What follows belongs to an exercise in optimizing a design on an open flow for small area and a short achievable clock period; a production flow would make more cautious choices.
The RTL was checked by simulation tests, not by an equivalence proof against the original design.

== 06-21 ==
==> flow/design.v (excerpt) <==
module demapper #(
  parameter MAX_BITS = 5
)(
  input clk,
  input rst,                    
  input enable,                 
  input [15:0] x_real,
  input [15:0] x_imag,
  input [3:0]  coding_rate,
  output reg [MAX_BITS-1:0] bits,
  output reg valid_out
);
Settings: LEC_CHECK=0, CAP_MARGIN=20, CORE_MARGIN=2, CORE_UTILIZATION=40, CTS_BUF_LIST=sky130_fd_sc_hd__clkbuf_16, CTS_CLUSTER_DIAMETER=80, CTS_CLUSTER_SIZE=30, SLEW_MARGIN=20; clock period 85.0 ns.
standard.sh (not shown) runs the stock make flow with config.mk's settings and CLKGATE_MAP_FILE= SYNTH_SCRIPT=/design/flow/synth_recipe.tcl, a recipe that flattens the netlist after the stock synthesis.
==> flow/flow/run.sh <==
#!/bin/bash
set -uo pipefail
ARGS="BUFFER_PORTS_ARGS=-buffer_cell sky130_fd_sc_hd__buf_2"
R=orfs/results/${FLOW_PLATFORM:-sky130hd}/demapper/base
bash standard.sh "$ARGS" synth > standard_synth.log 2>&1 || exit 1
cp $R/1_2_yosys.v netlist_standard.v
if python3 flow/fapol.py netlist_standard.v netlist_fapol.v > fapol.log 2>&1; then
  # rename the instances of the new netlist so that only nets are paired by name
  sed -E 's/^(  sky130_fd_sc_hd__\w+ )(\\?)([^ ]+)( +\()/\1\2p\3\4/' netlist_fapol.v > netlist_fapol_check.v
  LIB=$FLOW_HOME/platforms/sky130hd/lib/sky130_fd_sc_hd__tt_025C_1v80.lib
  YOSYS=$(command -v yosys || echo $FLOW_HOME/../tools/install/yosys/bin/yosys)
  cat > equiv.ys <<EOT
read_liberty -ignore_miss_func $LIB
read_verilog netlist_standard.v
rename $FLOW_TOP gold
read_verilog netlist_fapol_check.v
rename $FLOW_TOP gate
flatten
opt_clean
equiv_make gold gate eq
hierarchy -top eq
equiv_simple -seq 1
equiv_induct
equiv_status -assert
EOT
  if timeout 900 $YOSYS -s equiv.ys > equiv.log 2>&1; then
    echo "fapol netlist proven equivalent; using it" >> fapol.log
    cp netlist_fapol.v $R/1_2_yosys.v
    touch $R/1_2_yosys.v
  else
    echo "fapol netlist not proven; keeping the standard netlist" >> fapol.log
  fi
fi
bash standard.sh "$ARGS" finish > standard_finish.log 2>&1 || exit 1
Other scripts of this flow, unchanged in this note and not shown: flow/flow/fapol.py
> inputs changed (06-21 -> 09-13)
- CTS_BUF_LIST now sky130_fd_sc_hd__clkbuf_8, was sky130_fd_sc_hd__clkbuf_16
- CTS_CLUSTER_SIZE now 18, was 30
- CTS_CLUSTER_DIAMETER now 60, was 80
Results
- Compared 09-13 against 06-21; area of all placed cells without fillers within noise.
- 09-13 ended up with more standard cells than 06-21.

* * *

demapper, a different RTL version from the one above (not shown whole).
Size: roughly 30000 sq um of cells after synthesis.
// demapper
module demapper #(
  parameter MAX_BITS = 5
)(
  input clk,
  input rst,                    
  input enable,                 
  input [15:0] x_real,
  input [15:0] x_imag,
  input [3:0]  coding_rate,
  output reg [MAX_BITS-1:0] bits,
  output reg valid_out
);
  reg [15:0] xr_q, xi_q;
  reg [3:0] cr_q;
  always @(posedge clk) begin
    xr_q <= x_real;
    xi_q <= x_imag;
    cr_q <= coding_rate;
  end
  reg [7:0] vp;
  always @(posedge clk) begin
    if (rst) begin
      vp <= 8'd0;
      valid_out <= 1'b0;
    end else begin
      vp <= {vp[6:0], enable};
      valid_out <= vp[7];
    end
  end
  wire [15:0] ax, ay;
  cadd #(.W(16)) u_ax (.a(16'd0), .b(xr_q), .m(xr_q[15]), .ci(xr_q[15]), .s(ax), .co());
  cadd #(.W(16)) u_ay (.a(16'd0), .b(xi_q), .m(xi_q[15]), .ci(xi_q[15]), .s(ay), .co());
  wire big = (|ax[15:8]) | (|ay[15:8]);
  wire xgt = ax[7:0] > ay[7:0];
  wire [7:0] mx = xgt ? ax[7:0] : ay[7:0];
  wire [7:0] mn = xgt ? ay[7:0] : ax[7:0];
  wire [9:0] mag = mx + (mn >> 2) + (mn >> 3) + (mn >> 4) - (mn >> 6) - (mn >> 7);
  reg [9:0] t1, t2;
  always @(*) begin
    case (cr_q)
      4'd3: begin t1 = 10'd57; t2 = 10'd175; end
      4'd4: begin t1 = 10'd59; t2 = 10'd176; end
      4'd5: begin t1 = 10'd62; t2 = 10'd178; end
      4'd6: begin t1 = 10'd63; t2 = 10'd179; end
      default: begin t1 = 10'd54; t2 = 10'd173; end
    endcase
  end
  wire ri_0 = ~big & (mag < t1);           
  wire rm_0 = ~big & ~ri_0 & (mag < t2);   
  wire qx_0 = xr_q[15];
  wire [23:0] x_0 = {ax, 8'd0};
  wire [23:0] y_0 = {xi_q, 8'd0};
  wire s_0 = y_0[23];
  wire [15:0] y1_0; wire y1_0_co;
  wire m0 = ~(s_0 ^ qx_0);
  cadd #(.W(16)) u_y1_0 (.a(y_0[23:8]), .b(xr_q[15:0]), .m(m0), .ci(m0), .s(y1_0), .co(y1_0_co));
  wire [15:0] x1_0; wire x1_0_co;
  cadd #(.W(16)) u_x1_0 (.a(x_0[23:8]), .b({y_0[23:8]}), .m(s_0), .ci(s_0), .s(x1_0), .co(x1_0_co));
  wire [23:0] y_1 = {y1_0, 8'd0};
  wire [23:0] x_1 = {x1_0, 8'd0};
  wire s_1 = y_1[23];
  wire [16:0] y2_0; wire y2_0_co;
  cadd #(.W(17)) u_y2_0 (.a(y_1[23:7]), .b({x_1[23], x_1[23:8]}), .m(~s_1), .ci(~s_1), .s(y2_0), .co(y2_0_co));
  wire [16:0] x2_0; wire x2_0_co;
  cadd #(.W(17)) u_x2_0 (.a(x_1[23:7]), .b({y_1[23], y_1[23:8]}), .m(s_1), .ci(s_1), .s(x2_0), .co(x2_0_co));
  wire [23:0] y_2 = {y2_0, 7'd0};
  ...
clock: 85.0 ns
lec_check: 0
cap_margin: 20
core_margin: 2
core_utilization: 40
cts_buf_list: sky130_fd_sc_hd__clkbuf_8
cts_cluster_diameter: 90
cts_cluster_size: 18
slew_margin: 20
==> flow/flow/run.sh <==
#!/bin/bash
set -uo pipefail
ARGS="BUFFER_PORTS_ARGS=-buffer_cell sky130_fd_sc_hd__buf_2"
CTS="CTS_ARGS=-sink_clustering_enable -repair_clock_nets -dont_use_dummy_load -sink_clustering_size 18 -sink_clustering_max_diameter 90 -buf_list sky130_fd_sc_hd__clkbuf_8"
R=orfs/results/${FLOW_PLATFORM:-sky130hd}/demapper/base
bash standard.sh "$ARGS" synth > standard_synth.log 2>&1 || exit 1
cp $R/1_2_yosys.v netlist_standard.v
if python3 flow/fapol.py netlist_standard.v netlist_fapol.v > fapol.log 2>&1; then
  KEPLER=$(command -v kepler-formal || echo $FLOW_HOME/../tools/install/kepler-formal/bin/kepler-formal)
  LIB=$FLOW_HOME/platforms/sky130hd/lib/sky130_fd_sc_hd__tt_025C_1v80.lib
  mkdir -p kepler_run
  cat > kepler.yml <<EOT
format: verilog
input_paths:
  - $PWD/netlist_standard.v
  - $PWD/netlist_fapol.v
liberty_files:
  - $LIB
log_file: $PWD/kepler_detail.log
report_json: $PWD/kepler_report.json
verilog_design1_top: $FLOW_TOP
verilog_design2_top: $FLOW_TOP
EOT
  if (cd kepler_run && timeout 600 $KEPLER --config ../kepler.yml) > kepler.log 2>&1 \
     && grep -q "No difference was found." kepler.log \
     && grep -q "Verdict: EQUIVALENT" kepler.log; then
    echo "fapol netlist proven equivalent by kepler-formal; using it" >> fapol.log
    cp netlist_fapol.v $R/1_2_yosys.v
    touch $R/1_2_yosys.v
  else
    echo "fapol netlist not proven; keeping the standard netlist" >> fapol.log
  fi
fi
bash standard.sh "$ARGS" "$CTS" finish > standard_finish.log 2>&1 || exit 1
Other scripts of this flow, unchanged in this note and not shown: flow/flow/fapol.py
Rerun with:
--- a/flow/flow/run.sh
+++ b/flow/flow/run.sh
@@ -2,5 +2,5 @@
 set -uo pipefail
 ARGS="BUFFER_PORTS_ARGS=-buffer_cell sky130_fd_sc_hd__buf_2"
-CTS="CTS_ARGS=-sink_clustering_enable -repair_clock_nets -dont_use_dummy_load -sink_clustering_size 18 -sink_clustering_max_diameter 90 -buf_list sky130_fd_sc_hd__clkbuf_8"
+CTS="CTS_ARGS=-sink_clustering_enable -repair_clock_nets -dont_use_dummy_load -sink_clustering_size 20 -sink_clustering_max_diameter 90 -buf_list sky130_fd_sc_hd__clkbuf_8"
 R=orfs/results/${FLOW_PLATFORM:-sky130hd}/demapper/base
 bash standard.sh "$ARGS" synth > standard_synth.log 2>&1 || exit 1
CTS_CLUSTER_SIZE = 20   (was 18)
Cell area stays flat.
Sequential share of layout area is about the same.
Worst setup slack stays flat.
Routed wire length hardly moves.
Utilization hardly moves.
Maximum frequency hardly moves.

* * *

## the baseline
demapper, a different RTL version from the one above (not shown whole).
Size in the first run: roughly 510 flip-flops.
Settings: LEC_CHECK=0, CAP_MARGIN=20, CORE_MARGIN=2, CORE_UTILIZATION=40, CTS_BUF_LIST=sky130_fd_sc_hd__clkbuf_8, CTS_CLUSTER_DIAMETER=60, CTS_CLUSTER_SIZE=18, SLEW_MARGIN=20; clock period 85.0 ns.
==> flow/flow/run.sh <==
#!/bin/bash
# The standard layout, with plain buffers (buf_2) on the ports instead of the
# delay buffers buffer_ports picks by default. Everything else is the standard flow's own flow.
set -euo pipefail
bash standard.sh "BUFFER_PORTS_ARGS=-buffer_cell sky130_fd_sc_hd__buf_2" finish > standard_flow.log 2>&1
Relative to the baseline, the following input files were edited for the candidate:
- removing CTS_BUF_LIST (formerly sky130_fd_sc_hd__clkbuf_8)
- removing CTS_CLUSTER_DIAMETER (formerly 60)
- removing CTS_CLUSTER_SIZE (formerly 18)
==> flow/run.sh (new file) <==
#!/bin/bash
# synth_recipe.tcl (not shown) runs the flow's synth.tcl, then flattens the netlist and writes it again
# the make line also repeats each setting of config.mk as NAME=value (left out here)
make -C /OpenROAD-flow-scripts/flow DESIGN_CONFIG=/design/flow/config.mk WORK_HOME=/design/flow/orfs CLKGATE_MAP_FILE= SYNTH_SCRIPT=/design/flow/synth_recipe.tcl finish
removed: flow/flow/run.sh
removed: flow/standard.sh
[summary]
Diff the baseline -> the candidate: minimum clock period after layout saw an increase; final cell count saw an increase. Against the baseline, the candidate comes in 1 higher on non-clock buffer count. Diff the baseline -> the candidate | routed wire length per instance | up slightly. Fraction of area in multi-input gates in the candidate is 1.9 points lower than in the baseline. Relative to the baseline, worst-skew pair later-pin latency decreased by 30 ps in the candidate. Delta(wire length on met3, the candidate - the baseline) < 0. Where worst setup slack is concerned, the baseline is better than the candidate.

what the ideal ports hide:
How much do the figures lean on ideal ports? The routed layouts below were timed once more, with nothing changed but the port constraints.
Step 1 (the two cells are an assumption about what drives the block):
set clk [get_ports {clk}]
set_driving_cell -lib_cell sky130_fd_sc_hd__clkbuf_16 $clk
set_driving_cell -lib_cell sky130_fd_sc_hd__buf_2 [delete_from_list [all_inputs] $clk]
Step 2 times the ports against the registers' clock, not the clock port: input delays grow and output delays shrink by t, the midpoint of the rising clock arrivals with the driver on.
Slacks: ideal ports / drivers / drivers and shift; pairs: ideal ports / drivers.
run	t, ns	setup WS [ns]	slew at the worst register clock pin (ns)
06-21	0.661	66.957 / 66.897 / 67.558	0.11 / 0.11
09-13	0.691	66.925 / 66.868 / 67.559	0.10 / 0.10
the first run of note 2	0.697	66.883 / 66.827 / 67.092	0.12 / 0.12
the second run of note 2	0.692	66.885 / 66.830 / 67.090	0.12 / 0.12
the baseline	0.696	66.903 / 66.844 / 67.540	0.11 / 0.11
the candidate	0.665	66.526 / 66.463 / 67.128	0.07 / 0.07
After both steps every run listed still meets setup and hold.
